Source: an optimization exercise on an open RTL-to-GDS flow (aim: small area). Production flows keep margins and buffers that such runs may drop. At most, simulation tests tie the RTL to the original design; equivalence was not proved. Function not checked in runs 2 to 8: the RTL went through the layout flow alone. Power figures rest on the tool's default switching activity, not on a simulated workload.

===== design.v =====
`timescale 1ns / 1ps
module cam_read #(
		parameter AW = 15  
		)(
		input pclk,
		input rst,
		input vsync,
		input href,
		input [7:0] px_data,
		input init,
		output reg done,
		output reg error,
		output reg [AW-1:0] mem_px_addr,
		output reg [7:0]  mem_px_data,
		output reg px_wr
   );
reg countData;
reg [1:0]start;
reg init_old;
reg vsync_old;
reg [14:0]count;
always @(posedge pclk)begin
	if (rst)begin
		countData <= 0;
		mem_px_addr <= 15'h7fff;
		start <= 0;
		done <= 0;
		error <= 0;
		count <= 0;
		px_wr <= 0;
		init_old <= 0;
		vsync_old <= 0;
	end else begin
		if(init && !init_old)begin
			start <= 1;
			done <= 0;
		end
		if(start>0 && (!vsync && vsync_old))begin
			start <=2;
		end
		if(start == 2 && (vsync && !vsync_old))begin
			mem_px_addr <= 15'h7fff;
			px_wr <= 0;
			start <= 0;
			if(count >= 19200)begin
				done <= 1;
				error <= 0;
			end else begin
				error <= 1;
				done <= 0;
			end
		end
			if(start==2)begin
				if(href)begin
					if(countData == 0)begin
						mem_px_data[7:2] <= {px_data[7:5],px_data[2:0]} ;
						countData <= 1;
						px_wr <= 0;
					end
					if(countData == 1)begin
						mem_px_data[1:0] <= {px_data[4:3]} ;
						mem_px_addr <= mem_px_addr + 1;
						px_wr <= 1;
						countData <= 0;
						count <= count+1;
					end
				end else begin
					px_wr <= 0;
				end
			end
		init_old <= init;
		vsync_old <= vsync;
	end
end
endmodule
`timescale 1ns / 1ps
module Analyzer(
	input [7:0]data,
	input clk,
	input rst,
	input init,
	output reg [14:0]addr,
	output reg done,
	output reg [2:0]res
    );
reg init_old;
reg start;
reg [14:0]count;
reg [17:0]sumaR;
reg [17:0]sumaG;
reg [17:0]sumaB;
wire [2:0]dataR;
wire [2:0]dataG;
wire [2:0]dataB;
assign dataR = data[7:5];
assign dataG = data[4:2];
assign dataB = {data[2:0],1'b0};
always @(posedge clk)begin
	if(rst)begin
		init_old <= 0;
		start <= 0;
		addr <= 15'h7fff;
		done <= 0;
		count <= 0;
		sumaR <= 0;
		sumaG <= 0;
		sumaB <= 0;
	end else begin
		if(init && !init_old)begin
			start <= 1;
			done <= 0;
			sumaR <= 0;
			sumaG <= 0;
			sumaB <= 0;
		end
		if(start)begin
			if(count >= 19200)begin
				start <= 0;
				count <= 0;
				addr <= 15'h7fff;
				done <= 1;
				if((sumaR > sumaG) && (sumaR > sumaB))begin
					res <= 3'b100;
				end else begin
					if((sumaG > sumaR) && (sumaG > sumaB))begin
					res <= 3'b010;
					end else begin
						if((sumaB > sumaR) && (sumaB > sumaG))begin
							res <= 3'b001;
						end else begin
							res <= 3'b111;  
						end
					end
				end
			end else begin
				addr <= addr+1;
				count <= count+1;
				sumaR <= sumaR+dataR;
				sumaG <= sumaG+dataG;
				sumaB <= sumaB+dataB;
				done <= 0;
			end
		end
		init_old <= init;
	end
end
endmodule
`timescale 1ns / 1ps
module cam_color(
	input wire clk,
	input wire rst,
	input wire CAM_vsync,
	input wire CAM_href,
	input wire [7:0] CAM_px_data,
	input wire init,
	output wire error,
	output wire done_read,
	output wire done,
	output wire [2:0] res,
	output wire [14:0] wr_addr,
	output wire [7:0] wr_data,
	output wire wr_en,
	output wire [14:0] rd_addr,
	input wire [7:0] rd_data
	);
cam_read #(15) cam_read(
		.pclk(clk),
		.rst(rst),
		.vsync(CAM_vsync),
		.href(CAM_href),
		.px_data(CAM_px_data),
		.init(init),
		.done(done_read),
		.error(error),
		.mem_px_addr(wr_addr),
		.mem_px_data(wr_data),
		.px_wr(wr_en)
   );
Analyzer Analyzer(
	.data(rd_data),
	.clk(clk),
	.rst(rst),
	.init(done_read),
	.addr(rd_addr),
	.done(done),
	.res(res)
    );
endmodule

===== run.sh =====
#!/bin/bash
# synth_recipe.tcl (not shown) runs the flow's synth.tcl, then flattens the netlist and writes it again
# the make line also repeats each setting of config.mk as NAME=value (left out here)
make -C /OpenROAD-flow-scripts/flow DESIGN_CONFIG=/design/flow/config.mk WORK_HOME=/design/flow/orfs CLKGATE_MAP_FILE= SYNTH_SCRIPT=/design/flow/synth_recipe.tcl finish

===== config.mk =====
export PLATFORM = sky130hd
export DESIGN_NAME = cam_color
export DESIGN_NICKNAME = cam_color
export VERILOG_FILES = /design/flow/design.v
export SDC_FILE = /design/flow/constraint.sdc
export NUM_CORES = 4
export LEC_CHECK = 0
export CAP_MARGIN = 20
export CORE_MARGIN = 2
export CORE_UTILIZATION = 40
export SLEW_MARGIN = 20

===== constraint.sdc =====
create_clock -name core_clock -period 6.0 [get_ports {clk}]
set_input_delay 1.2000 -clock core_clock [delete_from_list [all_inputs] [get_ports {clk}]]
set_output_delay 1.2000 -clock core_clock [all_outputs]
set_load 0.01 [all_outputs]

==> impl_metrics.yaml, run 1 <==
finish:
  area_growth_pct: 19.8
  final_cell_mix: "dfxtp_1 (125), nand2_1 (90), nor2_1 (83)"
  n_antenna_cell: 0
  drive_above_1_share: 0.0529
  final_common_cell: "dfxtp_1"
  layout.nets: 1026
  multi_input_area_um2: 4260
  regArea_um2: 2830
  nFillCells: 1730
global_routing:
  grt_antenna_before_repair: 0
  grt_pass1_vias: 5865
  grt_first_pass_wirelength_um: 29900
  grt-ovfl-total: 0
  grt_max_degree: 55
  grt_use_total: 0.186
setup_path:
  required_ps: 6340
  worstPathArrival_ps: 3290
  rr_startpoint: "Analyzer.start"
  r2r-end: "Analyzer.sumaR[11]"
  worst_path_most_repeated_cell: "nor2_1"
  max_stage_delay_ps: 460
  slowest_stage: "clkdlybuf4s50_1"
  ff2ff_setup_slack_ps: 3290
  critPathTopFamily: "simple AND/OR/NAND/NOR gates"
  path_cells: "clkdlybuf4s50_1 -> ha_1 -> inv_1 -> fa_1 -> nor2b_1 -> nor2_1 -> nor2_1 -> nand3_1 -> nor3_1 -> mux2i_1"
  path_class: "input pin to register"
  r2r_cells: 5
  path_buf_inv: 2
  cp-end-kind: "register"
  worstPathMaxFanout: 3
  cp-start-kind: "input pin"
detailed_routing:
  initialDrtViolationCount: 358
  vias_per_cell: 5.38
  routed-via-count: 6318
  wl_per_cell_um: 15.2
  drt-total-wl_um: 17900
  drc: 0
  antenna_left: 0
  dr.pass1.iters: 6
sta:
  rsz0062_at_grt: "no"
  final-hold-violation-count: 0
  slew_viol_final: 0
  relSlewSlack: 0.380
  timing.hold.ws_ps: 457
  finalSetupViolations: 0
  worstMarginPinSlew_ps: 927
  fmax_mhz: 339
  fin_worst_skew_ps: 9.56
  post-route-period-util: 0.492
  final.min_clock_period_ps: 2950
  tns_ps: 0
clocking:
  cts_tree: "yes"
  clk_pin_slew_worst_paths_ps: 60
  cts_resized: 0
  root_buffer: "clkbuf_16"
  numCtsBuffers: 17
  clkLatencyLatePin_ps: 420
  htreeDepth: 4
  cts_hold_buf: 0
  clk_path_buf_depth: 2
  cts_sinks: 136
  cts_setup_buffers: 0
hold_path:
  whs_path_depth: 1
  hold_class: "register to register"
  min_to: "Analyzer.done"
  min_from: "Analyzer.done"
yosys:
  synth_edf_count: 11
  synthArstFlopShare: 0
  synth_seq_area_share: 0.383
  synth.area.top_cells: "dfxtp_1 (34%), ha_1 (12%), nand2_1 (4.6%), edfxtp_1 (4.5%), nand3_1 (4.3%)"
  synthFlopType: "dfxtp_1"
  synthCells: 870
  syn_area_um2: 7390
  ys_ff_latch: 136
  synth_area_per_cell_um2: 8.50
  ys_types: 55
  yosysTopAreaCell: "dfxtp_1"
  ys.warnings.count: 2
  syn-num-nets: 962
  yosysTopAreaCellShare: 0.338
die:
  die_w_um: 140
  rows: 49
  die_area_um2: 19600
  start_util: 0.410
  die_y_um: 140
  io-pin-count: 66
  core_area_um2: 18000
pwr:
  power_frac_comb: 0.022
  ir_drop_uv: 226
  p_int_uw: 1590
  powerDensity_nw_per_um2: 229
  switching_share: 0.218
  p_sw_uw: 443
  power_frac_seq: 0.452
  cellLeakagePower_uw: 0.00346
  clkPwrFrac: 0.526
status:
  status: "no timing/DRC/antenna violations"
placement:
  finalWeightedCongestion: 0.800
  port_buffers: 65
  dp_hpwl_um: 12900
run:
  max-cap-violations: 0
[layer usage]
metal / up-vias / share of wire / GRT usage
met5: - / 0 / 0
met4: 0 / 0.0092 / 0.0400
met3: 14 / 0.032 / 0.0379
met2: 104 / 0.46 / 0.302
met1: 2950 / 0.50 / 0.257
li1: 3250 / - / -
[power groups by stage]
| stage | Combinational [uW] | Sequential [uW] | Clock, uW |
|---|---|---|---|
| 2_1_floorplan | 22.3 | 937 | 0 |
| 3_3_place_gp | 44.6 | 937 | 0 |
| 3_5_place_dp | 44.7 | 937 | 0 |
| 4_1_cts | 44.9 | 917 | 1090 |
| 5_1_grt | 49.8 | 917 | 1130 |
| 6_report | 45.2 | 917 | 1070 |
[cell type report]
| type | count | share of cell area |
|---|---|---|
| Multi-Input combinational cell | 657 | 0.481 |
| Tap cell | 229 | 0.0324 |
| Clock buffer | 17 | 0.0480 |
| Timing Repair Buffer | 70 | 0.0771 |
| Sequential cell | 136 | 0.320 |
| Clock inverter | 14 | 0.0192 |
| Inverter | 52 | 0.0220 |
[metrics by stage]
| step | setup slack [ps] | power (uW) | cells | utilization | area, um^2 |
|---|---|---|---|---|---|
| 2_1_floorplan | 3320 | 959 | 870 | - | 7390 |
| 3_3_place_gp | 2660 | 982 | 1143 | 0.458 | 8250 |
| 3_5_place_dp | 2610 | 982 | 1143 | 0.458 | 8250 |
| 4_1_cts | 3060 | 2050 | 1174 | 0.491 | 8840 |
| 5_1_grt | 2840 | 2090 | 1175 | 0.491 | 8860 |
| 6_report | 3050 | 2030 | 1175 | 0.491 | 8860 |
[cell families (layout without fill, tap and decap cells)]
kind of cell / count (synthesis) / in the layout / share of synthesized area
AND/OR/NAND/NOR: 367 / 367 / 0.244
AO/OA/AOI/OAI: 172 / 172 / 0.152
flip-flops: 136 / 136 / 0.383
buffers and inverters: 77 / 153 / 0.0410
adder cells (fa/ha/maj): 72 / 72 / 0.125
XOR/XNOR: 44 / 44 / 0.0521
multiplexers: 2 / 2 / 0.00271
[worst register-to-register path, stage by stage, from the launching register on]
cell,delay (ps)
dfxtp_1,690
inv_1,310
a21o_1,540
nand2_1,180
nand2_1,560
a21oi_1,340
[synth_stat cells (11+ instances only)]
library cell / number
a21o_1: 16
xor2_1: 24
nand4_1: 32
or3_1: 12
nand2_1: 90
o21ai_0: 45
inv_1: 51
clkbuf_1: 18
and3_1: 15
xnor2_1: 20
nand3_1: 64
nor2b_1: 11
edfxtp_1: 11
nor3_1: 23
dfxtp_1: 125
o31ai_1: 22
a21oi_1: 44
nor2_1: 83
ha_1: 68
[state kept, by name, summed over array words and instances, names as in the netlist]
register              flops
Analyzer.addr            15
Analyzer.count           15
Analyzer.done             1
Analyzer.init_old         1
Analyzer.res              3
Analyzer.start            1
Analyzer.sumaB           18
Analyzer.sumaG           18
Analyzer.sumaR           18
cam_read.count           15
cam_read.countData        1
cam_read.done             1
cam_read.error            1
cam_read.init_old         1
cam_read.mem_px_addr     15
cam_read.mem_px_data      8
cam_read.px_wr            1
cam_read.start            2
cam_read.vsync_old        1
[worst max-delay path by stage]
stage / startpoint / endpoint / slack, ps / cells after the start
detailed placement: CAM_href / cam_read.count[14] / 2610 / 7
CTS: CAM_href / cam_read.count[14] / 3060 / 7
global placement: CAM_href / cam_read.count[14] / 2660 / 7
floorplan: rd_data[2] / Analyzer.sumaG[16] / 3320 / 9
finish: rd_data[2] / Analyzer.sumaG[12] / 3050 / 10
global route: CAM_href / cam_read.count[14] / 2840 / 7
==> run 2, diff against run 1 <==
==> design.v (replaced) <==
`timescale 1ns / 1ps
module cam_read #(
		parameter AW = 15  
		)(
		input pclk,
		input rst,
		input vsync,
		input href,
		input [7:0] px_data,
		input init,
		output reg done,
		output reg error,
		output reg [AW-1:0] mem_px_addr,
		output reg [7:0]  mem_px_data,
		output reg px_wr
   );
reg countData;
reg armed;
reg cap;
reg init_old;
reg vsync_old;
reg [14:0]count;
wire init_rise = init & ~init_old;
wire vs_fall = ~vsync & vsync_old;
wire vs_rise = vsync & ~vsync_old;
wire fin = cap & vs_rise;            
wire second = cap & href & countData;  
wire enough = (count >= 19200);
always @(posedge pclk)begin
	if (rst)begin
		countData <= 0;
		mem_px_addr <= 15'h7fff;
		armed <= 0;
		cap <= 0;
		done <= 0;
		error <= 0;
		count <= 0;
		px_wr <= 0;
		init_old <= 0;
		vsync_old <= 0;
	end else begin
		if (fin) begin
			armed <= 0;
			cap <= 0;
		end else if ((armed | cap) & vs_fall) begin
			armed <= 0;
			cap <= 1;
		end else if (init_rise) begin
			armed <= 1;
			cap <= 0;
		end
		if (fin) begin
			done <= enough;
			error <= ~enough;
		end else if (init_rise) begin
			done <= 0;
		end
		if (fin & ~second)
			mem_px_addr <= 15'h7fff;
		else
			mem_px_addr <= mem_px_addr + second;
		count <= count + second;
		if (cap & href)
			countData <= ~countData;
		if (cap)
			px_wr <= href & countData;
		init_old <= init;
		vsync_old <= vsync;
	end
end
always @(posedge pclk)begin
	if (cap & ~countData)
		mem_px_data[7:2] <= {px_data[7:5],px_data[2:0]};
	if (cap)
		mem_px_data[1:0] <= px_data[4:3];
end
endmodule
`timescale 1ns / 1ps
module Analyzer(
	input [7:0]data,
	input clk,
	input rst,
	input init,
	output reg [14:0]addr,
	output reg done,
	output [2:0]res
    );
localparam [17:0] SIXN = 18'd115200;
reg init_old;
reg start;
reg [17:0]sx;
reg [17:0]sy;
reg [1:0]rq;    
wire [3:0] w = {~data[1:0], 1'b0};
wire [3:0] dx = data[7:5] + w;
wire [3:0] dy = data[4:2] + w;
wire init_rise = init & ~init_old;
wire last = start & addr[14] & ~addr[13] & addr[11] & addr[9] & (&addr[7:0]);
wire r_gt = (sx > sy) & (sx > SIXN);
wire g_gt = (sy > sx) & (sy > SIXN);
wire b_gt = (sx < SIXN) & (sy < SIXN);
assign res = {rq[1], rq[0], rq[1] ~^ rq[0]};
always @(posedge clk)begin
	if(rst)begin
		init_old <= 0;
		start <= 0;
		done <= 0;
	end else begin
		init_old <= init;
		if (last) begin
			start <= 0;
			done <= 1;
		end else if (init_rise) begin
			start <= 1;
			done <= 0;
		end
	end
end
always @(posedge clk)begin
	if (rst | ~start | last)
		addr <= 15'h7fff;
	else
		addr <= addr + 1'b1;
end
always @(posedge clk)begin
	if (start) begin
		sx <= sx + dx;
		sy <= sy + dy;
	end else begin
		sx <= 0;
		sy <= 0;
	end
end
always @(posedge clk)begin
	if (last) begin
		if (r_gt) rq <= 2'b10;
		else if (g_gt) rq <= 2'b01;
		else if (b_gt) rq <= 2'b00;
		else rq <= 2'b11;
	end
end
endmodule
`timescale 1ns / 1ps
module cam_color(
	input wire clk,
	input wire rst,
	input wire CAM_vsync,
	input wire CAM_href,
	input wire [7:0] CAM_px_data,
	input wire init,
	output wire error,
	output wire done_read,
	output wire done,
	output wire [2:0] res,
	output wire [14:0] wr_addr,
	output wire [7:0] wr_data,
	output wire wr_en,
	output wire [14:0] rd_addr,
	input wire [7:0] rd_data
	);
cam_read #(15) cam_read(
		.pclk(clk),
		.rst(rst),
		.vsync(CAM_vsync),
		.href(CAM_href),
		.px_data(CAM_px_data),
		.init(init),
		.done(done_read),
		.error(error),
		.mem_px_addr(wr_addr),
		.mem_px_data(wr_data),
		.px_wr(wr_en)
   );
Analyzer Analyzer(
	.data(rd_data),
	.clk(clk),
	.rst(rst),
	.init(done_read),
	.addr(rd_addr),
	.done(done),
	.res(res)
    );
endmodule
==> flow/run.sh (new file) <==
#!/bin/bash
# Standard layout, with single-drive-strength buffers on the ports.
set -euo pipefail
export BUFFER_PORTS_ARGS="-buffer_cell sky130_fd_sc_hd__buf_1"
bash standard.sh finish > standard.log 2>&1
==> standard.sh (new file) <==
#!/bin/bash
# synth_recipe.tcl (not shown) runs the flow's synth.tcl, then flattens the netlist and writes it again
# the make line also repeats each setting of config.mk as NAME=value (left out here)
make -C /OpenROAD-flow-scripts/flow DESIGN_CONFIG=/design/flow/config.mk WORK_HOME=/design/flow/orfs CLKGATE_MAP_FILE= SYNTH_SCRIPT=/design/flow/synth_recipe.tcl "${@:-finish}"
removed: run.sh
==> run 2 against run 1 <==
Design area decreased by 37%. Utilization fell by 2.5 points. Still clean. Synthesized cell count down 40%. First-iteration DRC count shrank 58%. Clock-buffer cell count shrank 6. Sequential power shrank 25%. Clock skew up 0.80 ps. Critical path type unchanged. Total power shrank 36%.
==> impl_metrics.yaml, run 2 <==
sta:
  fmax_mhz: 321
  rsz0062_at_grt: "no"
  timing.hold.ws_ps: 454
  final.min_clock_period_ps: 3110
  finalSetupViolations: 0
  post-route-period-util: 0.519
  tns_ps: 0
  fin_worst_skew_ps: 10.4
  final-hold-violation-count: 0
  slew_viol_final: 0
  relSlewSlack: 0.413
  worstMarginPinSlew_ps: 876
die:
  die_y_um: 114
  rows: 40
  core_area_um2: 12000
  die_area_um2: 13100
  start_util: 0.408
  die_w_um: 114
  io-pin-count: 66
placement:
  place_area_um2: 5280
  finalWeightedCongestion: 0.804
  port_buffers: 65
  dp_hpwl_um: 7190
setup_path:
  cp-end-kind: "register"
  path_buf_inv: 2
  worstPathMaxFanout: 8
  required_ps: 6220
  worstPathArrival_ps: 3330
  startpoint: "rd_data[1]"
  path_cells: "buf_1 -> fa_1 -> inv_1 -> ha_1 -> a21o_1 -> a21oi_1 -> nor3b_1 -> xnor2_1 -> nor2_1"
  path_class: "input pin to register"
  cp-start-kind: "input pin"
  max_stage_delay_ps: 550
  rr_startpoint: "Analyzer.sy[2]"
  slowest_stage: "a21oi_1"
  critPathTopFamily: "adder cells"
status:
  status: "no timing/DRC/antenna violations"
detailed_routing:
  dr.pass1.iters: 4
  wl_per_cell_um: 13.0
  drt-total-wl_um: 9680
  routed-via-count: 3766
  vias_per_cell: 5.06
  drc: 0
  initialDrtViolationCount: 150
  antenna_left: 0
clocking:
  cts_resized: 0
  cts_hold_buf: 0
  root_buffer: "clkbuf_16"
  htreeDepth: 3
  clk_path_buf_depth: 2
  clkLatencyLatePin_ps: 360
  cts_sinks: 102
  numCtsBuffers: 9
  clk_pin_slew_worst_paths_ps: 80
  cts_setup_buffers: 0
  cts_tree: "yes"
yosys:
  ys_ff_latch: 102
  synth_area_per_cell_um2: 9.32
  syn_area_um2: 4880
  synth.area.top_cells: "dfxtp_1 (38%), ha_1 (7.9%), xnor2_1 (6.8%), edfxtp_1 (6.1%), xor2_1 (4.7%)"
  synth_commonest_cells: "dfxtp_1 (92), nor2_1 (48), nand2_1 (44)"
  synth.most_common_cell: "dfxtp_1"
  synthCells: 524
  syn-num-nets: 582
  ys_types: 45
  synth_edf_count: 10
  synthArstFlopShare: 0
  ys.warnings.count: 2
  synth_seq_area_share: 0.439
  synthFlopType: "dfxtp_1"
  yosysTopAreaCell: "dfxtp_1"
  yosysTopAreaCellShare: 0.377
finish:
  final_common_cell: "dfxtp_1"
  drive_above_1_share: 0.0486
  final_cell_mix: "dfxtp_1 (92), buf_1 (65), nor2_1 (48)"
  area_growth_pct: 14.1
  layout.nets: 650
  design_area_um2: 5570
  n_antenna_cell: 0
  top_regs: "Analyzer.sx: 18 flops, Analyzer.sy: 18 flops"
hold_path:
  hold_class: "register to register"
  min_from: "Analyzer.addr[0]"
pwr:
  power_frac_comb: 0.024
  clkPwrFrac: 0.448
  cellLeakagePower_uw: 0.00207
  p_int_uw: 1000
  p_sw_uw: 302
  switching_share: 0.231
  powerDensity_nw_per_um2: 234
  power_frac_seq: 0.528
  ir_drop_uv: 202
run:
  max-cap-violations: 0
global_routing:
  grt_use_total: 0.156
  grt_antenna_before_repair: 0
  grt_pass1_vias: 3659
  grt_max_degree: 28
  grt_first_pass_wirelength_um: 16400
  grt-ovfl-total: 0
run 2: logic make-up (layout without fill, tap and decap cells):
group | Yosys count | after routing | synth area share
xor gates and xnor gates | 64 | 64 | 0.115
DFF | 102 | 102 | 0.439
AOI/OAI and AO/OA | 49 | 49 | 0.0589
buffers and inverters | 49 | 122 | 0.0392
adders and majority gates | 38 | 38 | 0.106
and+or+nand+nor | 222 | 222 | 0.242
run 2: worst reg2reg max path: stages, from the launching register on:
cell	delay, ps
dfxtp_1	410
inv_1	70
fa_1	470
inv_1	70
ha_1	290
a21o_1	180
a21oi_1	550
nor3b_1	160
xnor2_1	180
nor2_1	50
run 2: power groups by stage:
stage,Combinational (uW),Sequential [uW],Clock (uW)
2_1_floorplan,19.8,706,0
3_3_place_gp,30.4,706,0
3_5_place_dp,31.7,706,0
4_1_cts,31.9,690,598
5_1_grt,37.0,690,629
6_report,31.4,690,585
run 2: final cells by class:
type	instances	area (um^2)
fill	1187	6390
multi-input combinational	373	2550
sequential	102	2140
timing repair buffer	66	251
clock buffer	11	243
tap	147	184
inverter	40	150
clock inverter	5	48.8
run 2: final timing paths:
check,endpoint,slack (ps),depth (start not counted)
worst min-delay path,Analyzer.addr[0],450,1
worst min register to register,Analyzer.addr[0],450,1
worst max-delay path,Analyzer.sy[8],2890,9
worst max register to register,Analyzer.sy[8],3440,9
run 2: metal layers:
metal | global-route usage | share of wire
met5 | 0 | 0
met4 | 0.0520 | 0.017
met1 | 0.196 | 0.47
met2 | 0.261 | 0.48
met3 | 0.0397 | 0.031
run 2: through the flow:
stage          setup WS, ps  power (uW)  cells  utilization
2_1_floorplan          2890         726    524            -
3_3_place_gp           2530         736    728        0.441
3_5_place_dp           2510         738    728        0.441
4_1_cts                2890        1320    744        0.466
5_1_grt                2750        1360    744        0.466
6_report               2890        1310    744        0.466
==> run 3, diff against run 2 <==
==> run.sh (new file) <==
#!/bin/bash
# synth_recipe.tcl (not shown) runs the flow's synth.tcl, then flattens the netlist and writes it again
# the make line also repeats each setting of config.mk as NAME=value (left out here)
make -C /OpenROAD-flow-scripts/flow DESIGN_CONFIG=/design/flow/config.mk WORK_HOME=/design/flow/orfs CLKGATE_MAP_FILE= SYNTH_SCRIPT=/design/flow/synth_recipe.tcl finish
--- a/config.mk
+++ b/config.mk
@@ -8,4 +8,6 @@
 export CAP_MARGIN = 20
 export CORE_MARGIN = 2
 export CORE_UTILIZATION = 40
+export CTS_CLUSTER_DIAMETER = 200
+export CTS_CLUSTER_SIZE = 50
 export SLEW_MARGIN = 20
removed: flow/run.sh
removed: standard.sh
==> run 3 against run 2 <==
Still clean on timing, DRC and antenna. Die area unchanged. Utilization rose by 3.3 points. Design area rose by 7.0%. Fmax decreased by 11%. Global-route usage is 0.36 points higher. Total power decreased by 0.82%. Register-to-register slack about the same. Wire length grew 1.7%.
==> impl_metrics.yaml, run 3 <==
status:
  status: "no timing/DRC/antenna violations"
yosys:
  synthFlopType: "dfxtp_1"
  ys_ff_latch: 102
  synth_edf_count: 10
  synth_commonest_cells: "dfxtp_1 (92), nor2_1 (48), nand2_1 (44)"
  syn-num-nets: 582
  synth.area.top_cells: "dfxtp_1 (38%), ha_1 (7.9%), xnor2_1 (6.8%), edfxtp_1 (6.1%), xor2_1 (4.7%)"
  syn_area_um2: 4880
  yosysTopAreaCell: "dfxtp_1"
  synthArstFlopShare: 0
  ys_types: 45
  synth.most_common_cell: "dfxtp_1"
  synthCells: 524
  yosysTopAreaCellShare: 0.377
  ys.warnings.count: 2
  synth_seq_area_share: 0.439
  synth_area_per_cell_um2: 9.32
clocking:
  cts_setup_buffers: 0
  clk_path_buf_depth: 2
  numCtsBuffers: 9
  cts_resized: 0
  cts_tree: "yes"
  root_buffer: "clkbuf_16"
  htreeDepth: 3
  cts_sinks: 102
  clkLatencyLatePin_ps: 350
  clk_pin_slew_worst_paths_ps: 70
  cts_hold_buf: 0
global_routing:
  grt_util_met1: 0.199
  met2_usage: 0.265
  grt_use_met3: 0.0429
  grt_first_pass_wirelength_um: 16800
  grt_max_degree: 28
  grt-ovfl-total: 0
  grt_busiest_layer: "met2"
  grt_antenna_before_repair: 0
  grt_pass1_vias: 3641
  grt_use_total: 0.159
finish:
  area_growth_pct: 22.2
  layout.nets: 650
  final_common_cell: "dfxtp_1"
  nFillCells: 1135
  n_antenna_cell: 0
  drive_above_1_share: 0.0469
  top_regs: "Analyzer.sx: 18 flops, Analyzer.sy: 18 flops"
  regArea_um2: 2140
  final_cell_mix: "dfxtp_1 (92), clkdlybuf4s50_1 (65), nor2_1 (48)"
  instances_no_fill: 744
  multi_input_area_um2: 2550
sta:
  worstMarginPinSlew_ps: 1030
  fin_worst_skew_ps: 7.72
  relSlewSlack: 0.312
  final.min_clock_period_ps: 3490
  tns_ps: 0
  fmax_mhz: 287
  slew_viol_final: 0
  setup_slack_ps: 2510
  post-route-period-util: 0.582
  final-hold-violation-count: 0
  rsz0062_at_grt: "no"
  finalSetupViolations: 0
die:
  die_y_um: 114
  die_w_um: 114
  io-pin-count: 66
  die_area_um2: 13100
  start_util: 0.408
  core_area_um2: 12000
  rows: 40
detailed_routing:
  drt-total-wl_um: 9850
  antenna_left: 0
  drc: 0
  vias_per_cell: 4.98
  initialDrtViolationCount: 123
  wl_per_cell_um: 13.2
  dr.pass1.iters: 4
  routed-via-count: 3708
setup_path:
  worstPathMaxFanout: 4
  max_stage_delay_ps: 550
  required_ps: 6210
  critPathTopFamily: "adder cells"
  worstPathArrival_ps: 3700
  path_cells: "clkdlybuf4s50_1 -> fa_1 -> inv_1 -> ha_1 -> fa_1 -> a21oi_1 -> nor3_2 -> nand3_1 -> xor2_1 -> nor2_1"
  path_buf_inv: 2
  slowest_stage: "fa_1"
  worst_path_most_repeated_cell: "fa_1"
  cp-end-kind: "register"
  cp-start-kind: "input pin"
  path_class: "input pin to register"
pwr:
  powerDensity_nw_per_um2: 217
  ir_drop_uv: 169
  cellLeakagePower_uw: 0.00225
placement:
  dp.cells: 728
  dp_hpwl_um: 7330
  place_ws_ps: 2120
  port_buffers: 65
  finalWeightedCongestion: 0.726
hold_path:
  hold_class: "register to register"
run:
  max-cap-violations: 0
-- run 3: changes by cell type in the layout (fill, tap and decap cells not counted) --
cell / delta
a21oi_1: +1
a21oi_2: -1
buf_1: -65
clkbuf_8: -1
clkdlybuf4s50_1: +65
clkinv_2: +1
clkinvlp_4: +1
inv_4: -1
inv_6: +1
inv_8: -1
-- run 3: routing by layer --
| layer | vias to the layer above | wire, um | part of all wire |
|---|---|---|---|
| met4 | 0 | 161 | 0.016 |
| met3 | 14 | 289 | 0.029 |
| met2 | 41 | 4790 | 0.49 |
| met1 | 1745 | 4600 | 0.47 |
| li1 | 1908 | - | - |
| met5 | - | 0 | 0 |
-- run 3: path summary, 6_finish.rpt --
path | from | cells past startpoint | slack, ps | end
max reg2reg | Analyzer.start | 3 | 3430 | Analyzer.addr[5]
min | Analyzer.addr[0] | 1 | 450 | Analyzer.addr[0]
min reg2reg | Analyzer.addr[0] | 1 | 450 | Analyzer.addr[0]
max | rd_data[0] | 10 | 2510 | Analyzer.sy[17]
-- run 3: stage by stage --
| step | cell area, um^2 | hold WS (ps) | total power (uW) | util |
|---|---|---|---|---|
| after CTS | 5970 | 457 | 1310 | 0.499 |
| final | 5970 | 451 | 1300 | 0.499 |
| after detailed placement | 5680 | 437 | 747 | 0.475 |
| after global routing | 5970 | 506 | 1350 | 0.499 |
| after floorplan | 4880 | 447 | 726 | - |
| after global placement | 5680 | 440 | 745 | 0.475 |
-- run 3: area by class of cell --
cell class / instances / share of cell area
Sequential cell: 102 / 0.359
Timing Repair Buffer: 66 / 0.110
Clock inverter: 6 / 0.00881
Multi-Input combinational cell: 373 / 0.427
Tap cell: 147 / 0.0308
Inverter: 40 / 0.0252
Clock buffer: 10 / 0.0384
-- run 3: logic make-up after synthesis --
group / share of synthesized area
compound gates: 0.0589
xor+xnor: 0.115
fa+ha+maj: 0.106
buf+inv: 0.0392
flops: 0.439
simple gates: 0.242
-- run 3: where the power goes --
part	leakage [uW]	internal [uW]	switching (uW)
registers	0.000832	689	1.23
logic	0.00128	21.5	19.0
clock network	0.000137	290	275
==> run 4, diff against run 3 <==
==> flow/run.sh (new file) <==
#!/bin/bash
# Standard layout, with single-drive-strength buffers on the ports and a
# smaller clock tree (no dummy loads).
set -euo pipefail
export BUFFER_PORTS_ARGS="-buffer_cell sky130_fd_sc_hd__buf_1"
export CTS_ARGS="-sink_clustering_enable -repair_clock_nets -dont_use_dummy_load -root_buf sky130_fd_sc_hd__clkbuf_8 -buf_list sky130_fd_sc_hd__clkbuf_8 -sink_clustering_size 30 -sink_clustering_max_diameter 200"
bash standard.sh finish > standard.log 2>&1
==> standard.sh (new file) <==
#!/bin/bash
# synth_recipe.tcl (not shown) runs the flow's synth.tcl, then flattens the netlist and writes it again
# the make line also repeats each setting of config.mk as NAME=value (left out here)
make -C /OpenROAD-flow-scripts/flow DESIGN_CONFIG=/design/flow/config.mk WORK_HOME=/design/flow/orfs CLKGATE_MAP_FILE= SYNTH_SCRIPT=/design/flow/synth_recipe.tcl "${@:-finish}"
--- a/config.mk
+++ b/config.mk
@@ -8,6 +8,4 @@
 export CAP_MARGIN = 20
 export CORE_MARGIN = 2
 export CORE_UTILIZATION = 40
-export CTS_CLUSTER_DIAMETER = 200
-export CTS_CLUSTER_SIZE = 50
 export SLEW_MARGIN = 20
removed: run.sh
==> run 4 against run 3 <==
Still clean on timing, DRC and antenna. Design area decreased by 9.4%. Non-clock buffer count unchanged. Die area unchanged. Flip-flop and latch count unchanged. Setup slack improved by 380 ps. Largest cell class unchanged.
==> impl_metrics.yaml, run 4 <==
sta:
  final.min_clock_period_ps: 3110
  post-route-period-util: 0.518
  final-hold-violation-count: 0
  slew_viol_final: 0
  finalSetupViolations: 0
  rsz0062_at_grt: "no"
  relSlewSlack: 0.407
  tns_ps: 0
  fin_worst_skew_ps: 30.7
  fmax_mhz: 322
  worstMarginPinSlew_ps: 885
pwr:
  ir_drop_uv: 137
  power_frac_comb: 0.029
  p_int_uw: 836
  p_sw_uw: 235
  powerDensity_nw_per_um2: 198
  switching_share: 0.219
  power_uw: 1070
  cellLeakagePower_uw: 0.00199
  power_frac_seq: 0.644
  clkPwrFrac: 0.327
clocking:
  clk_path_buf_depth: 2
  numCtsBuffers: 9
  cts_setup_buffers: 0
  cts_hold_buf: 0
  cts_tree: "yes"
  cts_sinks: 102
  clk_pin_slew_worst_paths_ps: 100
  cts_resized: 0
  clkLatencyLatePin_ps: 380
  root_buffer: "clkbuf_8"
  htreeDepth: 3
detailed_routing:
  routed.top_layer: "met4"
  antenna_left: 0
  dr.pass1.iters: 4
  wl_met2_um: 4580
  met3_length_um: 294
  drc: 0
  routedLengthMet1_um: 4580
  vias_per_cell: 5.01
  initialDrtViolationCount: 175
  drt-total-wl_um: 9590
  wl_per_cell_um: 13.0
  routed-via-count: 3695
yosys:
  synth_area_per_cell_um2: 9.32
  synthArstFlopShare: 0
  synthFlopType: "dfxtp_1"
  synth_edf_count: 10
  synth.most_common_cell: "dfxtp_1"
  synth_seq_area_share: 0.439
  yosysTopAreaCellShare: 0.377
  synth.area.top_cells: "dfxtp_1 (38%), ha_1 (7.9%), xnor2_1 (6.8%), edfxtp_1 (6.1%), xor2_1 (4.7%)"
  ys_types: 45
  syn_area_um2: 4880
  yosysTopAreaCell: "dfxtp_1"
  ys.warnings.count: 2
  ys_ff_latch: 102
  syn-num-nets: 582
  synth_commonest_cells: "dfxtp_1 (92), nor2_1 (48), nand2_1 (44)"
  synthCells: 524
setup_path:
  cp-end-kind: "register"
  path_cells: "buf_1 -> fa_1 -> inv_1 -> ha_1 -> a21o_1 -> a21oi_1 -> nor3b_1 -> xnor2_1 -> nor2_1"
  worstPathMaxFanout: 8
  required_ps: 6220
  max_stage_delay_ps: 550
  path_class: "input pin to register"
  cp-start-kind: "input pin"
  worstPathArrival_ps: 3330
  slowest_stage: "a21oi_1"
finish:
  instances_no_fill: 737
  top_regs: "Analyzer.sx: 18 flops, Analyzer.sy: 18 flops"
  layout.nets: 650
  n_antenna_cell: 0
  final_common_cell: "dfxtp_1"
  area_growth_pct: 10.7
  design_area_um2: 5410
  final_cell_mix: "dfxtp_1 (92), buf_1 (65), nor2_1 (48)"
  drive_above_1_share: 0.0390
placement:
  dp_hpwl_um: 7190
  dp.cells: 728
  port_buffers: 65
  finalWeightedCongestion: 0.804
  place_area_um2: 5280
global_routing:
  grt_antenna_before_repair: 0
  grt_pass1_vias: 3631
  grt-ovfl-total: 0
  grt_use_total: 0.155
  grt_first_pass_wirelength_um: 16300
  grt_max_degree: 28
hold_path:
  hold_class: "register to register"
die:
  io-pin-count: 66
  rows: 40
  die_w_um: 114
  start_util: 0.408
  die_area_um2: 13100
  core_area_um2: 12000
  die_y_um: 114
status:
  status: "no timing/DRC/antenna violations"
run:
  max-cap-violations: 0
-- run 4: cell counts after synthesis --
Identical to the previous run, type by type.
-- run 4: area by class of cell --
cell class	instances	area, um^2
fill	1207	6560
multi-input combinational	373	2550
sequential	102	2140
timing repair buffer	66	251
tap	147	184
inverter	40	150
clock buffer	9	124
-- run 4: power groups by stage --
stage	registers [uW]	logic, uW	clock network [uW]
final	690	31.5	350
after global routing	690	37.0	391
after CTS	690	31.9	366
after detailed placement	706	31.7	0
after global placement	706	30.4	0
after floorplan	706	19.8	0
-- run 4: worst paths after layout --
check / from / to / slack, ps / cells past startpoint
min reg2reg: Analyzer.addr[0] / Analyzer.addr[0] / 460 / 1
min: Analyzer.addr[0] / Analyzer.addr[0] / 460 / 1
max reg2reg: Analyzer.sy[2] / Analyzer.sy[8] / 3440 / 9
max: rd_data[1] / Analyzer.sy[8] / 2890 / 9
-- run 4: logic make-up (layout without fill, tap and decap cells) --
| family | Yosys count | count (layout) | synth area share |
|---|---|---|---|
| adders and majority gates | 38 | 38 | 0.106 |
| xor gates and xnor gates | 64 | 64 | 0.115 |
| AOI/OAI and AO/OA | 49 | 49 | 0.0589 |
| DFF | 102 | 102 | 0.439 |
| buffers and inverters | 49 | 115 | 0.0392 |
| and+or+nand+nor | 222 | 222 | 0.242 |
-- run 4: metal layers --
metal / track usage / vias up
met1: 0.194 / 1738
met3: 0.0450 / 12
met4: 0.0480 / 0
met2: 0.258 / 41
li1: - / 1904
met5: 0 / -
-- run 4: worst max-delay path: cells and delay by family --
family                     cells  cell delay (ps)
and+or+nand+nor                2              200
adders and majority gates      2              830
AOI/OAI and AO/OA              2              730
buffers and inverters          2              190
xor gates and xnor gates       1              180
-- run 4: metrics by stage --
step / hold slack [ps] / setup WS, ps / util
3_3_place_gp: 434 / 2530 / 0.441
4_1_cts: 463 / 2910 / 0.452
6_report: 462 / 2890 / 0.452
2_1_floorplan: 447 / 2890 / -
3_5_place_dp: 435 / 2510 / 0.441
5_1_grt: 489 / 2780 / 0.452
==> run 5, diff against run 4 <==
==> flow/run.sh (replaced) <==
#!/bin/bash
# Standard layout, with single-drive-strength buffers on the ports and a
# smaller clock tree (no dummy loads).
set -euo pipefail
export BUFFER_PORTS_ARGS="-buffer_cell sky130_fd_sc_hd__buf_1"
export CTS_ARGS="-repair_clock_nets -dont_use_dummy_load -root_buf sky130_fd_sc_hd__clkbuf_8 -buf_list sky130_fd_sc_hd__clkbuf_8"
bash standard.sh finish > standard.log 2>&1
==> run 5 against run 4 <==
Clock skew did not move. Clock power about the same. Synthesized area is the same. Non-clock buffer count is the same. Sequential power barely moved. Die area is the same. Combinational power hardly changed. Largest cell class unchanged. Fmax did not move. Design area is the same. Via count did not move. Largest power group unchanged.
==> impl_metrics.yaml, run 5 <==
setup_path:
  crit_path_end: "Analyzer.sy[8]"
  r2r-end: "Analyzer.sy[8]"
  worstPathMaxFanout: 8
  worstPathArrival_ps: 3330
  path_class: "input pin to register"
  required_ps: 6220
  cp-start-kind: "input pin"
  r2r_cells: 9
  rr_startpoint: "Analyzer.sy[2]"
  cp-end-kind: "register"
  startpoint: "rd_data[1]"
  ff2ff_setup_slack_ps: 3440
sta:
  tns_ps: 0
  fin_worst_skew_ps: 30.7
  rsz0062_at_grt: "no"
  worstMarginPinSlew_ps: 885
  post-route-period-util: 0.518
  finalSetupViolations: 0
  final-hold-violation-count: 0
  relSlewSlack: 0.407
  slew_viol_final: 0
  timing.hold.ws_ps: 462
  final.min_clock_period_ps: 3110
  fmax_mhz: 322
global_routing:
  grt_antenna_before_repair: 0
  grt-ovfl-total: 0
  grt_first_pass_wirelength_um: 16300
  grt_pass1_vias: 3631
  grt_use_total: 0.155
  grt_max_degree: 28
finish:
  nFillCells: 1207
  area_growth_pct: 10.7
  top_regs: "Analyzer.sx: 18 flops, Analyzer.sy: 18 flops"
  layout.nets: 650
  n_antenna_cell: 0
  design_area_um2: 5410
  regArea_um2: 2140
  final_common_cell: "dfxtp_1"
  final_cell_mix: "dfxtp_1 (92), buf_1 (65), nor2_1 (48)"
  drive_above_1_share: 0.0390
  multi_input_area_um2: 2550
die:
  io-pin-count: 66
  rows: 40
  die_y_um: 114
  die_area_um2: 13100
  die_w_um: 114
  core_area_um2: 12000
  start_util: 0.408
yosys:
  yosysTopAreaCellShare: 0.377
  ys.warnings.count: 2
  synth.area.top_cells: "dfxtp_1 (38%), ha_1 (7.9%), xnor2_1 (6.8%), edfxtp_1 (6.1%), xor2_1 (4.7%)"
  synthArstFlopShare: 0
  synth_area_per_cell_um2: 9.32
  synth.most_common_cell: "dfxtp_1"
  synthFlopType: "dfxtp_1"
  syn-num-nets: 582
  synthCells: 524
  ys_ff_latch: 102
  syn_area_um2: 4880
  synth_commonest_cells: "dfxtp_1 (92), nor2_1 (48), nand2_1 (44)"
  synth_edf_count: 10
  synth_seq_area_share: 0.439
  yosysTopAreaCell: "dfxtp_1"
  ys_types: 45
clocking:
  clk_path_buf_depth: 2
  htreeDepth: 3
  cts_hold_buf: 0
  cts_setup_buffers: 0
  cts_resized: 0
  root_buffer: "clkbuf_8"
  clk_pin_slew_worst_paths_ps: 100
  clkLatencyLatePin_ps: 380
  cts_sinks: 102
  cts_tree: "yes"
  numCtsBuffers: 9
pwr:
  cellLeakagePower_uw: 0.00199
  power_uw: 1070
  ir_drop_uv: 137
  powerDensity_nw_per_um2: 198
status:
  status: "no timing/DRC/antenna violations"
detailed_routing:
  wl_per_cell_um: 13.0
  routed-via-count: 3695
  initialDrtViolationCount: 175
  vias_per_cell: 5.01
  dr.pass1.iters: 4
  drc: 0
  drt-total-wl_um: 9590
  antenna_left: 0
placement:
  dp_hpwl_um: 7190
  place_area_um2: 5280
  port_buffers: 65
  finalWeightedCongestion: 0.804
hold_path:
  min_from: "Analyzer.addr[0]"
  hold_class: "register to register"
run:
  max-cap-violations: 0
[run 5: how the worst min path moves through the flow]
| stage | to | slack [ps] | depth (start not counted) |
|---|---|---|---|
| after floorplan | Analyzer.addr[0] | 450 | 1 |
| after global placement | Analyzer.addr[0] | 430 | 1 |
| after detailed placement | Analyzer.addr[0] | 430 | 1 |
| after CTS | Analyzer.addr[0] | 460 | 1 |
| after global routing | Analyzer.addr[0] | 490 | 1 |
| final | Analyzer.addr[0] | 460 | 1 |
[run 5: final cells by class]
class / instances / share of cell area
multi-input combinational: 373 / 0.472
inverter: 40 / 0.0278
tap: 147 / 0.0340
sequential: 102 / 0.396
clock buffer: 9 / 0.0229
timing repair buffer: 66 / 0.0465
[run 5: metal layers]
| metal | up-vias | global-route usage | wire [um] | part of all wire |
|---|---|---|---|---|
| li1 | 1904 | - | - | - |
| met1 | 1738 | 0.194 | 4580 | 0.48 |
| met2 | 41 | 0.258 | 4580 | 0.48 |
| met3 | 12 | 0.0450 | 294 | 0.031 |
| met4 | 0 | 0.0480 | 133 | 0.014 |
| met5 | - | 0 | 0 | 0 |
[run 5: kinds of logic after synthesis]
| kind of cell | after synthesis | share of synthesized area |
|---|---|---|
| simple gates | 222 | 0.242 |
| buf+inv | 49 | 0.0392 |
| fa+ha+maj | 38 | 0.106 |
| xor+xnor | 64 | 0.115 |
| compound gates | 49 | 0.0589 |
| flops | 102 | 0.439 |
[run 5: through the flow]
| stage | util | setup slack [ps] | std cells |
|---|---|---|---|
| detailed placement | 0.441 | 2510 | 728 |
| floorplan | - | 2890 | 524 |
| CTS | 0.452 | 2910 | 737 |
| global route | 0.452 | 2780 | 737 |
| finish | 0.452 | 2890 | 737 |
| global placement | 0.441 | 2530 | 728 |
[run 5: worst max-delay path, stage by stage]
cell and delay [ps]:
buf_1 120, fa_1 540, inv_1 70, ha_1 290, a21o_1 180, a21oi_1 550
nor3b_1 150, xnor2_1 180, nor2_1 50
[run 5: where the power goes]
group	switching (uW)	leakage, uW	internal (uW)	total, uW
Combinational	19.0	0.00109	12.5	31.5
Sequential	1.23	0.000832	689	690
Clock	215	0.0000647	135	350
Total	235	0.00199	836	1070
==> run 6, diff against run 5 <==
==> flow/run.sh (replaced) <==
#!/bin/bash
# Standard layout, with single-drive-strength buffers on the ports and a
# smaller clock tree (no dummy loads).
set -euo pipefail
export BUFFER_PORTS_ARGS="-buffer_cell sky130_fd_sc_hd__buf_1"
export CTS_ARGS="-sink_clustering_enable -repair_clock_nets -dont_use_dummy_load -root_buf sky130_fd_sc_hd__clkbuf_8 -buf_list sky130_fd_sc_hd__clkbuf_8 -sink_clustering_size 40 -sink_clustering_max_diameter 500 -sink_clustering_levels 1"
bash standard.sh finish > standard.log 2>&1
==> run 6 against run 5 <==
Largest cell class unchanged. Combinational power about the same. Sequential power barely moved. Critical path type unchanged. Register-to-register slack barely moved. Wire length did not move.
==> impl_metrics.yaml, run 6 <==
status:
  status: "no timing/DRC/antenna violations"
pwr:
  powerDensity_nw_per_um2: 198
  power_uw: 1070
  cellLeakagePower_uw: 0.00199
  ir_drop_uv: 137
setup_path:
  path_cells: "buf_1 -> fa_1 -> inv_1 -> ha_1 -> a21o_1 -> a21oi_1 -> nor3b_1 -> xnor2_1 -> nor2_1"
  slowest_stage: "a21oi_1"
  cp-start-kind: "input pin"
  rr_startpoint: "Analyzer.sy[2]"
  worstSetupPathDepth: 9
  path_buf_inv: 2
  crit_path_end: "Analyzer.sy[8]"
  path_class: "input pin to register"
  r2r-end: "Analyzer.sy[8]"
  required_ps: 6220
  max_stage_delay_ps: 550
  critPathTopFamily: "adder cells"
  worstPathMaxFanout: 8
  r2r_cells: 9
  ff2ff_setup_slack_ps: 3440
  startpoint: "rd_data[1]"
  worstPathArrival_ps: 3330
  cp-end-kind: "register"
sta:
  slew_viol_final: 0
  final.min_clock_period_ps: 3110
  fmax_mhz: 322
  rsz0062_at_grt: "no"
  tns_ps: 0
  post-route-period-util: 0.518
  relSlewSlack: 0.407
  final-hold-violation-count: 0
  worstMarginPinSlew_ps: 885
  fin_worst_skew_ps: 30.7
  finalSetupViolations: 0
placement:
  place_area_um2: 5280
  finalWeightedCongestion: 0.804
  dp_hpwl_um: 7190
  port_buffers: 65
global_routing:
  grt-ovfl-total: 0
  grt_max_degree: 28
  grt_first_pass_wirelength_um: 16300
  grt_antenna_before_repair: 0
  grt_pass1_vias: 3631
  grt_use_total: 0.155
detailed_routing:
  vias_per_cell: 5.01
  drc: 0
  initialDrtViolationCount: 175
  drt-total-wl_um: 9590
  antenna_left: 0
  dr.pass1.iters: 4
  routed-via-count: 3695
  wl_per_cell_um: 13.0
die:
  io-pin-count: 66
  die_y_um: 114
  rows: 40
  core_area_um2: 12000
  die_w_um: 114
  start_util: 0.408
  die_area_um2: 13100
yosys:
  synthFlopType: "dfxtp_1"
  ys.warnings.count: 2
  yosysTopAreaCellShare: 0.377
  ys_types: 45
  synthCells: 524
  synth.most_common_cell: "dfxtp_1"
  syn_area_um2: 4880
  synth_edf_count: 10
  ys_ff_latch: 102
  synth_seq_area_share: 0.439
  synth.area.top_cells: "dfxtp_1 (38%), ha_1 (7.9%), xnor2_1 (6.8%), edfxtp_1 (6.1%), xor2_1 (4.7%)"
  synthArstFlopShare: 0
  synth_commonest_cells: "dfxtp_1 (92), nor2_1 (48), nand2_1 (44)"
  synth_area_per_cell_um2: 9.32
  syn-num-nets: 582
  yosysTopAreaCell: "dfxtp_1"
clocking:
  clk_path_buf_depth: 2
  cts_resized: 0
  clkLatencyLatePin_ps: 380
  cts_sinks: 102
  cts_setup_buffers: 0
  cts_tree: "yes"
  root_buffer: "clkbuf_8"
  numCtsBuffers: 9
  clk_pin_slew_worst_paths_ps: 100
  htreeDepth: 3
  cts_hold_buf: 0
finish:
  drive_above_1_share: 0.0390
  top_regs: "Analyzer.sx: 18 flops, Analyzer.sy: 18 flops"
  area_growth_pct: 10.7
  final_common_cell: "dfxtp_1"
  design_area_um2: 5410
  n_antenna_cell: 0
  layout.nets: 650
  final_cell_mix: "dfxtp_1 (92), buf_1 (65), nor2_1 (48)"
hold_path:
  hold_class: "register to register"
  min_from: "Analyzer.addr[0]"
run:
  max-cap-violations: 0
[run 6: cell counts in the layout (fill, tap and decap cells not counted)]
No cell type changed its count.
[run 6: worst min-delay path by stage]
stage	to	depth (start not counted)	slack (ps)
6_report	Analyzer.addr[0]	1	460
5_1_grt	Analyzer.addr[0]	1	490
4_1_cts	Analyzer.addr[0]	1	460
3_5_place_dp	Analyzer.addr[0]	1	430
3_3_place_gp	Analyzer.addr[0]	1	430
2_1_floorplan	Analyzer.addr[0]	1	450
[run 6: kinds of logic after synthesis]
logic type,after synthesis,share of synthesized area
AOI/OAI and AO/OA,49,0.0589
xor gates and xnor gates,64,0.115
buffers and inverters,49,0.0392
adders and majority gates,38,0.106
and+or+nand+nor,222,0.242
DFF,102,0.439
[run 6: final cells by class]
cell class / count / area [um^2]
Sequential cell: 102 / 2140
Timing Repair Buffer: 66 / 251
Clock buffer: 9 / 124
Multi-Input combinational cell: 373 / 2550
Fill cell: 1207 / 6560
Tap cell: 147 / 184
Inverter: 40 / 150
[run 6: power by group]
part / switching (uW) / total, uW / internal [uW]
Clock: 215 / 350 / 135
Sequential: 1.23 / 690 / 689
Combinational: 19.0 / 31.5 / 12.5
[run 6: per-stage QoR]
stage          instances  utilization  setup slack (ps)  hold slack (ps)
2_1_floorplan        524            -              2890              447
3_3_place_gp         728        0.441              2530              434
3_5_place_dp         728        0.441              2510              435
4_1_cts              737        0.452              2910              463
5_1_grt              737        0.452              2780              489
6_report             737        0.452              2890              462
[run 6: metal layers]
| metal | track usage | vias up | share of wire |
|---|---|---|---|
| met5 | 0 | - | 0 |
| met2 | 0.258 | 41 | 0.48 |
| li1 | - | 1904 | - |
| met4 | 0.0480 | 0 | 0.014 |
| met3 | 0.0450 | 12 | 0.031 |
| met1 | 0.194 | 1738 | 0.48 |
==> run 7, diff against run 6 <==
==> flow/run.sh (replaced) <==
#!/bin/bash
# Standard layout, with single-drive-strength buffers on the ports and a
# smaller clock tree (no dummy loads).
set -euo pipefail
export BUFFER_PORTS_ARGS="-buffer_cell sky130_fd_sc_hd__buf_1"
export CTS_ARGS="-sink_clustering_enable -repair_clock_nets -dont_use_dummy_load -root_buf sky130_fd_sc_hd__clkbuf_8 -buf_list sky130_fd_sc_hd__clkbuf_8 -sink_buffer_max_cap_derate 1.0"
bash standard.sh finish > standard.log 2>&1
==> run 7 against run 6 <==
Still clean. Setup slack is the same. Global-route usage unchanged. Die area stayed put. Fmax did not move. Total power stayed put. Register-to-register slack barely moved. Hold slack is the same. Utilization unchanged. Clock-buffer cell count unchanged. Highest routed layer unchanged.
==> impl_metrics.yaml, run 7 <==
yosys:
  yosysTopAreaCell: "dfxtp_1"
  synthFlopType: "dfxtp_1"
  synth_seq_area_share: 0.439
  ys.warnings.count: 2
  ys_ff_latch: 102
  synthCells: 524
  syn-num-nets: 582
  yosysTopAreaCellShare: 0.377
  synthArstFlopShare: 0
  synth.area.top_cells: "dfxtp_1 (38%), ha_1 (7.9%), xnor2_1 (6.8%), edfxtp_1 (6.1%), xor2_1 (4.7%)"
  synth_commonest_cells: "dfxtp_1 (92), nor2_1 (48), nand2_1 (44)"
  syn_area_um2: 4880
  synth_area_per_cell_um2: 9.32
  synth_edf_count: 10
  ys_types: 45
  synth.most_common_cell: "dfxtp_1"
sta:
  tns_ps: 0
  setup_slack_ps: 2890
  relSlewSlack: 0.407
  fmax_mhz: 322
  rsz0062_at_grt: "no"
  fin_worst_skew_ps: 30.7
  worstMarginPinSlew_ps: 885
  slew_viol_final: 0
  finalSetupViolations: 0
  post-route-period-util: 0.518
  final-hold-violation-count: 0
  final.min_clock_period_ps: 3110
clocking:
  clkLatencyLatePin_ps: 380
  htreeDepth: 3
  clk_pin_slew_worst_paths_ps: 100
  cts_hold_buf: 0
  cts_sinks: 102
  numCtsBuffers: 9
  cts_tree: "yes"
  cts_resized: 0
  root_buffer: "clkbuf_8"
  cts_setup_buffers: 0
  clk_path_buf_depth: 2
hold_path:
  hold_class: "register to register"
  min_to: "Analyzer.addr[0]"
  min_from: "Analyzer.addr[0]"
  whs_path_depth: 1
finish:
  nFillCells: 1207
  top_regs: "Analyzer.sx: 18 flops, Analyzer.sy: 18 flops"
  post-route-util: 0.452
  design_area_um2: 5410
  final_cell_mix: "dfxtp_1 (92), buf_1 (65), nor2_1 (48)"
  final_common_cell: "dfxtp_1"
  n_antenna_cell: 0
  layout.nets: 650
  area_growth_pct: 10.7
  drive_above_1_share: 0.0390
setup_path:
  worstPathMaxFanout: 8
  worstPathArrival_ps: 3330
  rr_startpoint: "Analyzer.sy[2]"
  max_stage_delay_ps: 550
  slowest_stage: "a21oi_1"
  ff2ff_setup_slack_ps: 3440
  cp-start-kind: "input pin"
  r2r-end: "Analyzer.sy[8]"
  r2r_cells: 9
  required_ps: 6220
  path_class: "input pin to register"
  cp-end-kind: "register"
  path_cells: "buf_1 -> fa_1 -> inv_1 -> ha_1 -> a21o_1 -> a21oi_1 -> nor3b_1 -> xnor2_1 -> nor2_1"
die:
  start_util: 0.408
  die_area_um2: 13100
  rows: 40
  die_w_um: 114
  core_area_um2: 12000
  io-pin-count: 66
  die_y_um: 114
global_routing:
  grt_use_total: 0.155
  grt_first_pass_wirelength_um: 16300
  grt-ovfl-total: 0
  grt_pass1_vias: 3631
  grt_max_degree: 28
  grt_antenna_before_repair: 0
placement:
  place_area_um2: 5280
  port_buffers: 65
  dp_hpwl_um: 7190
  finalWeightedCongestion: 0.804
  place_ws_ps: 2510
status:
  status: "no timing/DRC/antenna violations"
detailed_routing:
  initialDrtViolationCount: 175
  vias_per_cell: 5.01
  routed-via-count: 3695
  dr.pass1.iters: 4
  wl_per_cell_um: 13.0
  antenna_left: 0
  drt-total-wl_um: 9590
  drc: 0
pwr:
  powerDensity_nw_per_um2: 198
  ir_drop_uv: 137
  cellLeakagePower_uw: 0.00199
run:
  max-cap-violations: 0
-- run 7: cell counts in the layout (fill, tap and decap cells not counted) --
No cell type changed its count.
-- run 7: metal layers --
| layer | GRT usage | part of all wire | vias up |
|---|---|---|---|
| met5 | 0 | 0 | - |
| met4 | 0.0480 | 0.014 | 0 |
| met3 | 0.0450 | 0.031 | 12 |
| met2 | 0.258 | 0.48 | 41 |
| met1 | 0.194 | 0.48 | 1738 |
| li1 | - | - | 1904 |
-- run 7: final cells by class --
type	instances	area, um^2	share of cell area
tap	147	184	0.0340
timing repair buffer	66	251	0.0465
clock buffer	9	124	0.0229
sequential	102	2140	0.396
inverter	40	150	0.0278
multi-input combinational	373	2550	0.472
-- run 7: worst max-delay path by stage --
stage | start | to | slack (ps) | cells past startpoint
after floorplan | rd_data[3] | Analyzer.sy[9] | 2890 | 10
after global placement | rd_data[0] | Analyzer.sy[17] | 2530 | 10
after detailed placement | rd_data[0] | Analyzer.sy[17] | 2510 | 10
after CTS | rd_data[0] | Analyzer.sy[17] | 2910 | 10
after global routing | rd_data[0] | Analyzer.sy[17] | 2780 | 10
final | rd_data[1] | Analyzer.sy[8] | 2890 | 9
-- run 7: worst max-delay path, delay by kind of cell --
kind	cells	cell delay, ps
fa+ha+maj	2	830
compound gates	2	730
simple gates	2	200
buf+inv	2	190
xor+xnor	1	180
-- run 7: cell families after synthesis --
kind of cell,Yosys count,share of synthesized area
XOR/XNOR,64,0.115
buffers and inverters,49,0.0392
AND/OR/NAND/NOR,222,0.242
flip-flops,102,0.439
adder cells (fa/ha/maj),38,0.106
AO/OA/AOI/OAI,49,0.0589
-- run 7: metrics by stage --
| step | hold slack [ps] | cells | power [uW] |
|---|---|---|---|
| finish | 462 | 737 | 1070 |
| global route | 489 | 737 | 1120 |
| CTS | 463 | 737 | 1090 |
| detailed placement | 435 | 728 | 738 |
| global placement | 434 | 728 | 736 |
| floorplan | 447 | 524 | 726 |
-- run 7: where the power goes --
part	internal [uW]	switching (uW)	leakage (uW)	total, uW
logic	12.5	19.0	0.00109	31.5
clock network	135	215	0.0000647	350
registers	689	1.23	0.000832	690
==> run 8, diff against run 7 <==
==> flow/run.sh (replaced) <==
#!/bin/bash
# Standard layout, with single-drive-strength buffers on the ports and a
# smaller clock tree (no dummy loads).
set -euo pipefail
export BUFFER_PORTS_ARGS="-buffer_cell sky130_fd_sc_hd__buf_1"
export CTS_ARGS="-sink_clustering_enable -repair_clock_nets -dont_use_dummy_load -root_buf sky130_fd_sc_hd__clkbuf_8 -buf_list sky130_fd_sc_hd__clkbuf_8 -sink_buffer_max_cap_derate 1.0 -sink_clustering_size 30 -sink_clustering_max_diameter 150 -wire_unit 50"
bash standard.sh finish > standard.log 2>&1
==> run 8 against run 7 <==
Cell count grew 0.54%. Register-to-register slack about the same. Wire length increased by 0.49%. Synthesized area unchanged. Non-clock buffer count did not move. Global-route usage shrank 0.25 points. Utilization rose by 0.46 points. Design area is 1.0% higher. Clock-buffer cell count up 4. Critical endpoint unchanged. Largest cell class unchanged. Highest routed layer unchanged.
==> impl_metrics.yaml, run 8 <==
clocking:
  cts_setup_buffers: 0
  clk_pin_slew_worst_paths_ps: 100
  cts_hold_buf: 0
  root_buffer: "clkbuf_8"
  cts_resized: 0
  numCtsBuffers: 13
  clk_path_buf_depth: 3
  cts_sinks: 102
  cts_tree: "yes"
  clkLatencyLatePin_ps: 450
  htreeDepth: 3
setup_path:
  path_class: "input pin to register"
  required_ps: 6290
  slowest_stage: "a21oi_1"
  cp-end-kind: "register"
  max_stage_delay_ps: 550
  path_cells: "buf_1 -> fa_1 -> inv_1 -> ha_1 -> a21o_1 -> a21oi_1 -> nor3b_1 -> xnor2_1 -> nor2_1"
  worstPathMaxFanout: 8
  worstPathArrival_ps: 3330
  cp-start-kind: "input pin"
  r2r_cells: 9
status:
  status: "no timing/DRC/antenna violations"
finish:
  nFillCells: 1200
  top_regs: "Analyzer.sx: 18 flops, Analyzer.sy: 18 flops"
  layout.nets: 654
  n_antenna_cell: 0
  final_cell_mix: "dfxtp_1 (92), buf_1 (65), nor2_1 (48)"
  drive_above_1_share: 0.0455
  area_growth_pct: 11.8
  final_common_cell: "dfxtp_1"
yosys:
  synthFlopType: "dfxtp_1"
  synth_commonest_cells: "dfxtp_1 (92), nor2_1 (48), nand2_1 (44)"
  syn_area_um2: 4880
  synth_area_per_cell_um2: 9.32
  synthCells: 524
  synth_seq_area_share: 0.439
  synth_edf_count: 10
  yosysTopAreaCellShare: 0.377
  synth.area.top_cells: "dfxtp_1 (38%), ha_1 (7.9%), xnor2_1 (6.8%), edfxtp_1 (6.1%), xor2_1 (4.7%)"
  synth.most_common_cell: "dfxtp_1"
  ys_ff_latch: 102
  yosysTopAreaCell: "dfxtp_1"
  synthArstFlopShare: 0
  syn-num-nets: 582
  ys_types: 45
  ys.warnings.count: 2
global_routing:
  grt-ovfl-total: 0
  grt_max_degree: 28
  grt_antenna_before_repair: 0
  grt_use_total: 0.153
  grt_first_pass_wirelength_um: 16400
  grt_pass1_vias: 3652
sta:
  post-route-period-util: 0.507
  final-hold-violation-count: 0
  tns_ps: 0
  worstMarginPinSlew_ps: 884
  finalSetupViolations: 0
  setup_slack_ps: 2960
  fin_worst_skew_ps: 31.8
  rsz0062_at_grt: "no"
  slew_viol_final: 0
  fmax_mhz: 329
  final.min_clock_period_ps: 3040
  relSlewSlack: 0.407
run:
  max-cap-violations: 0
detailed_routing:
  drt-total-wl_um: 9640
  wl_per_cell_um: 13.0
  vias_per_cell: 5.01
  initialDrtViolationCount: 147
  drc: 0
  dr.pass1.iters: 4
  antenna_left: 0
  routed-via-count: 3710
pwr:
  cellLeakagePower_uw: 0.00202
  powerDensity_nw_per_um2: 210
  ir_drop_uv: 140
die:
  die_w_um: 114
  start_util: 0.408
  core_area_um2: 12000
  rows: 40
  io-pin-count: 66
  die_y_um: 114
  die_area_um2: 13100
placement:
  place_ws_ps: 2510
  dp_hpwl_um: 7190
  finalWeightedCongestion: 0.804
  port_buffers: 65
hold_path:
  whs_path_depth: 1
  hold_class: "register to register"
[run 8: cell counts after synthesis]
Identical to the previous run, type by type.
[run 8: kinds of logic after synthesis]
group,count (synthesis),share of synthesized area
simple gates,222,0.242
flops,102,0.439
xor+xnor,64,0.115
compound gates,49,0.0589
buf+inv,49,0.0392
fa+ha+maj,38,0.106
[run 8: layer usage]
metal / GRT usage / vias to the layer above / routed length [um] / part of all wire
met3: 0.0344 / 15 / 302 / 0.031
li1: - / 1912 / - / -
met5: 0 / - / 0 / 0
met2: 0.256 / 41 / 4600 / 0.48
met1: 0.196 / 1742 / 4580 / 0.48
met4: 0.0472 / 0 / 149 / 0.015
[run 8: final timing paths]
kind	startpoint	to	slack [ps]
setup / recovery	rd_data[1]	Analyzer.sy[8]	2960
hold / removal	Analyzer.addr[0]	Analyzer.addr[0]	460
setup reg to reg	Analyzer.sy[2]	Analyzer.sy[8]	3440
hold reg to reg	Analyzer.addr[0]	Analyzer.addr[0]	460
[run 8: area by class of cell]
type	count	area [um^2]	share of cell area
multi-input cells	373	2550	0.468
flip-flops and latches	102	2140	0.392
repair buffers	66	251	0.0461
well taps	147	184	0.0337
clock buffers	13	179	0.0328
inverters	40	150	0.0275
[run 8: stage by stage]
stage               cells  hold WS (ps)  utilization  power, uW  cell area (um^2)
floorplan             524           447            -        726              4880
global placement      728           434        0.441        736              5280
finish                741           462        0.456       1140              5460
detailed placement    728           435        0.441        738              5280
CTS                   741           463        0.456       1160              5460
global route          741           489        0.456       1190              5460
[run 8: worst max-delay path: cells and delay by family]
kind,cells,cell delay [ps]
fa+ha+maj,2,830
xor+xnor,1,180
buf+inv,2,190
simple gates,2,200
compound gates,2,730
[run 8: power breakdown]
part,switching (uW),internal [uW]
clock network,228,194
registers,1.22,689
logic,19.1,12.5
total,248,895

-- static timing again, ports no longer ideal --
Ports are ideal in the flow. The routed layouts listed here were re-timed in OpenROAD. Step 1 assumes that a clkbuf_16 drives the clock port and a buf_2 every other input. Step 2, shift: input delay + t, output delay - t, t = (earliest + latest rising clock arrival at the registers) / 2. This alone moves slack from input paths to output paths. Slacks: ideal ports / drivers / drivers and shift; pairs: ideal ports / drivers.
run | shift t [ns] | setup WS [ns] | worst setup path after step 2
run 1 | 0.459 | 3.051 / 3.067 / 2.608 | input to register
run 2 | 0.391 | 2.885 / 2.901 / 2.510 | input to register
run 3 | 0.385 | 2.511 / 2.528 / 2.143 | input to register
run 4 | 0.394 | 2.892 / 2.904 / 2.510 | input to register
run 5 | 0.394 | 2.892 / 2.904 / 2.510 | input to register
run 6 | 0.394 | 2.892 / 2.904 / 2.510 | input to register
run 7 | 0.394 | 2.892 / 2.904 / 2.510 | input to register
run 8 | 0.464 | 2.958 / 2.971 / 2.508 | input to register
After both steps every run listed still meets setup and hold. The setup slack of run 8, which loses most, moves by +0.013 ns with the drivers and by -0.450 ns with both steps.
